What follows belongs to an exercise in optimizing a design on an open flow for small area, a short achievable clock period and few clock cycles; a production flow would make more cautious choices. Where RTL was checked, it was by simulation tests only, not by an equivalence proof against the original.

==> flow/design.v (excerpt) <==
module MM(clk,i,j,reset,read,write,index,read_data,write_data,finish);
	input clk, reset;
	input [19:0] read_data;
	output [19:0] i, j;
	output read, write, index, finish;
	output [39:0] write_data;
	localparam S_SZ = 3'd0, S_RA = 3'd1, S_RB = 3'd2, S_W = 3'd3,
	           S_X = 3'd4, S_DR = 3'd5, S_FIN = 3'd6;
	reg [2:0] st, st_n;
	reg [2:0] k, k_n;           
	reg pend, pend_n;           
	reg [1:0] dcnt, dcnt_n;
	reg xcnt, xcnt_n;
	reg [19:0] row, row_n, col, col_n;    
	reg [19:0] mcr, mcr_n;      
	reg [2:0] mbm1, mbm1_n;
	reg [19:0] ir, ir_n, jr, jr_n;
	reg rd, rd_n, wr, wr_n, idx, idx_n, fin, fin_n;
	reg col0, col0_n, mc1, mc1_n, elast, nlast;
	wire col1 = (col == 20'd1);
	wire row0 = (row == 20'd0);
	wire row1 = (row == 20'd1);
	wire [19:0] rowm1 = row - 20'd1;
	wire [19:0] nrow = col0 ? rowm1 : row;
	wire [19:0] ncol = (col0 ? mcr : col) - 20'd1;
	always @(posedge clk) begin
		elast <= row0 & col0;
		nlast <= col0 ? (row1 & mc1) : (row0 & col1);
	end
	wire b1 = (mbm1 == 3'd0);
	wire b2 = (mbm1 == 3'd1);
	always @(*) begin
		st_n = st; k_n = k; pend_n = pend; dcnt_n = dcnt; xcnt_n = xcnt;
		row_n = row; col_n = col; mcr_n = mcr; mbm1_n = mbm1; col0_n = col0; mc1_n = mc1;
		ir_n = row; jr_n = col;    
		rd_n = 1'b0; wr_n = 1'b0; idx_n = 1'b0; fin_n = 1'b0;
		case (st)
		S_SZ: begin
			rd_n = 1'b1; wr_n = 1'b1;
			case (ir[1:0])
			2'd2: begin mcr_n = read_data; col_n = read_data; mc1_n = (read_data == 20'd1); ir_n = 20'd0; end
  ...
Size: roughly 1900 cells after synthesis, roughly 320 flip-flops, about 19000 sq um of cells after synthesis.
Settings: LEC_CHECK=0, CAP_MARGIN=20, CORE_MARGIN=2, CORE_UTILIZATION=40, CTS_BUF_LIST=sky130_fd_sc_hd__clkbuf_16, CTS_CLUSTER_DIAMETER=60, CTS_CLUSTER_SIZE=40, SETUP_SLACK_MARGIN=5, SLEW_MARGIN=20; clock period 9.0 ns.
standard.sh (not shown) runs the stock make flow with config.mk's settings and CLKGATE_MAP_FILE= SYNTH_SCRIPT=/design/flow/synth_recipe.tcl, a recipe that flattens the netlist after the stock synthesis.
==> flow/flow/run.sh <==
#!/bin/bash
# Standard ORFS layout, with repair_timing aiming further below the clock period
# and small buffers on the ports.
set -euo pipefail
bash standard.sh SETUP_SLACK_MARGIN=6.0 "BUFFER_PORTS_ARGS=-buffer_cell sky130_fd_sc_hd__buf_2" finish > standard_flow.log 2>&1
Rerun with:
--- a/flow/design.v
+++ b/flow/design.v
@@ -3,54 +3,51 @@
 	input [19:0] read_data;
 	output [19:0] i, j;
 	output read, write, index, finish;
 	output [39:0] write_data;
 	localparam S_SZ = 3'd0, S_RA = 3'd1, S_RB = 3'd2, S_W = 3'd3,
 	           S_X = 3'd4, S_DR = 3'd5, S_FIN = 3'd6;
 	reg [2:0] st, st_n;
 	reg [2:0] k, k_n;           
 	reg pend, pend_n;           
 	reg [1:0] dcnt, dcnt_n;
 	reg xcnt, xcnt_n;
+	reg lastw, lastw_n;
 	reg [19:0] row, row_n, col, col_n;    
 	reg [19:0] mcr, mcr_n;      
 	reg [2:0] mbm1, mbm1_n;
 	reg [19:0] ir, ir_n, jr, jr_n;
 	reg rd, rd_n, wr, wr_n, idx, idx_n, fin, fin_n;
-	reg col0, col0_n, mc1, mc1_n, elast, nlast;
-	wire col1 = (col == 20'd1);
+	wire col0 = (col == 20'd0);
 	wire row0 = (row == 20'd0);
-	wire row1 = (row == 20'd1);
 	wire [19:0] rowm1 = row - 20'd1;
 	wire [19:0] nrow = col0 ? rowm1 : row;
 	wire [19:0] ncol = (col0 ? mcr : col) - 20'd1;
-	always @(posedge clk) begin
-		elast <= row0 & col0;
-		nlast <= col0 ? (row1 & mc1) : (row0 & col1);
-	end
+	wire elast = row0 & col0;
+	wire nlast = col0 ? ((row == 20'd1) & (mcr == 20'd1)) : (row0 & (col == 20'd1));
 	wire b1 = (mbm1 == 3'd0);
 	wire b2 = (mbm1 == 3'd1);
 	always @(*) begin
-		st_n = st; k_n = k; pend_n = pend; dcnt_n = dcnt; xcnt_n = xcnt;
-		row_n = row; col_n = col; mcr_n = mcr; mbm1_n = mbm1; col0_n = col0; mc1_n = mc1;
+		st_n = st; k_n = k; pend_n = pend; dcnt_n = dcnt; xcnt_n = xcnt; lastw_n = lastw;
+		row_n = row; col_n = col; mcr_n = mcr; mbm1_n = mbm1;
 		ir_n = row; jr_n = col;    
 		rd_n = 1'b0; wr_n = 1'b0; idx_n = 1'b0; fin_n = 1'b0;
 		case (st)
 		S_SZ: begin
 			rd_n = 1'b1; wr_n = 1'b1;
 			case (ir[1:0])
-			2'd2: begin mcr_n = read_data; col_n = read_data; mc1_n = (read_data == 20'd1); ir_n = 20'd0; end
-			2'd0: begin col_n = ncol; col0_n = mc1; row_n = read_data; ir_n = 20'd1; end
+			2'd2: begin mcr_n = read_data; col_n = read_data; ir_n = 20'd0; end
+			2'd0: begin col_n = ncol; row_n = read_data; ir_n = 20'd1; end
 			default: begin
 				row_n = rowm1; mbm1_n = read_data[2:0] - 3'd1;
-				st_n = S_RA; k_n = 3'd0; pend_n = 1'b0;
+				st_n = S_RA; k_n = 3'd0; pend_n = 1'b0; lastw_n = 1'b0;
 				ir_n = rowm1; jr_n = 20'd0; wr_n = 1'b0;
 			end
 			endcase
 		end
 		S_RA: begin
 			st_n = S_RB; ir_n = {17'd0, k}; jr_n = pend ? ncol : col;
 			rd_n = 1'b1; idx_n = 1'b1;
 		end
 		S_RB: begin
 			if (pend && (k == 3'd1 || b1)) begin
 				st_n = S_W; ir_n = row; jr_n = col; wr_n = 1'b1;
@@ -65,55 +62,54 @@
 				st_n = S_RA; k_n = 3'd0; pend_n = 1'b1;
 				ir_n = nrow; jr_n = 20'd0; rd_n = 1'b1;
 			end
 		end
 		S_X: begin
 			if (xcnt) xcnt_n = 1'b0;
 			else begin
 				st_n = S_RA; k_n = 3'd0; ir_n = nrow; jr_n = 20'd0; rd_n = 1'b1;
 			end
 		end
 		S_W: begin
-			if (fin) begin    
+			if (lastw) begin
 				st_n = S_FIN;
 			end else begin
-				row_n = nrow; col_n = ncol; col0_n = col0 ? mc1 : col1; pend_n = 1'b0;
+				row_n = nrow; col_n = ncol; pend_n = 1'b0;
 				if (k != mbm1) begin
 					st_n = S_RA; k_n = k + 3'd1;
 					ir_n = nrow; jr_n = {17'd0, k + 3'd1}; rd_n = 1'b1;
 				end else if (nlast) begin
 					st_n = S_DR; dcnt_n = 2'd2;
 				end else begin
 					st_n = S_X; xcnt_n = 1'b0; pend_n = 1'b1;
 				end
 			end
 		end
 		S_DR: begin
 			if (dcnt == 2'd0) begin
-				st_n = S_W; ir_n = row; jr_n = col; wr_n = 1'b1; fin_n = 1'b1;
+				st_n = S_W; lastw_n = 1'b1; ir_n = row; jr_n = col; wr_n = 1'b1; fin_n = 1'b1;
 			end else dcnt_n = dcnt - 2'd1;
 		end
 		default: begin
 			st_n = S_FIN;
 		end
 		endcase
 	end
 	always @(posedge clk) begin
 		if (reset) begin
 			st <= S_SZ; ir <= 20'd2; rd <= 1'b1; wr <= 1'b1; idx <= 1'b0; fin <= 1'b0;
 		end else begin
 			st <= st_n; ir <= ir_n; rd <= rd_n; wr <= wr_n; idx <= idx_n; fin <= fin_n;
 		end
-		k <= k_n; pend <= pend_n; dcnt <= dcnt_n; xcnt <= xcnt_n;
+		k <= k_n; pend <= pend_n; dcnt <= dcnt_n; xcnt <= xcnt_n; lastw <= lastw_n;
 		row <= row_n; col <= col_n; mcr <= mcr_n; mbm1 <= mbm1_n;
-		col0 <= col0_n; mc1 <= mc1_n;
 		jr <= jr_n;
 	end
 	assign i = ir;
 	assign j = jr;
 	assign read = rd;
 	assign write = wr;
 	assign index = idx;
 	assign finish = fin;
 	reg [19:0] areg, breg;
 	always @(posedge clk) begin
 		if (st == S_RA) areg <= read_data;
Outcome: The changed run completed with no timing, DRC or antenna violations. Final area increases by 6.1%. Synthesized cell count came out higher by 4.2%. Global-route usage went up by 1.3 points. Routed wire length rises by about 11%. Register-to-register slack got worse by 0.11 ns.
Testbench counts after the change, summed over its fixed seeds: cycles 19,884.
No functional check of the RTL was part of the first run of this note.

## re-timing with driven ports
The results above use ideal ports. As a check the final layouts listed here were re-extracted and re-timed, cells and wires unchanged. Step 1, drivers: a clkbuf_16 drives clk and a buf_2 each remaining input, both assumed. Step 2 times the ports against the registers' clock, not the clock port: input delays grow and output delays shrink by t, the midpoint of the rising clock arrivals with the driver on. Slacks: no drivers / after step 1 / after step 2; pairs: no drivers / after step 1.
run | t, ns | setup WS [ns] | hold WS [ns] | worst slew at a driven data input, ns | pins driven straight from the clock port
the first run | 0.635 | 6.005 / 5.985 / 5.985 | 0.335 / 0.335 / 0.335 | 0.03 | 1
the second run | 0.645 | 5.894 / 5.894 / 5.894 | 0.333 / 0.333 / 0.333 | 0.04 | 1
After both steps setup and hold are still met in every run listed. For the first run, which loses most, drivers alone change the setup slack by -0.020 ns; drivers and shift together by -0.020 ns.
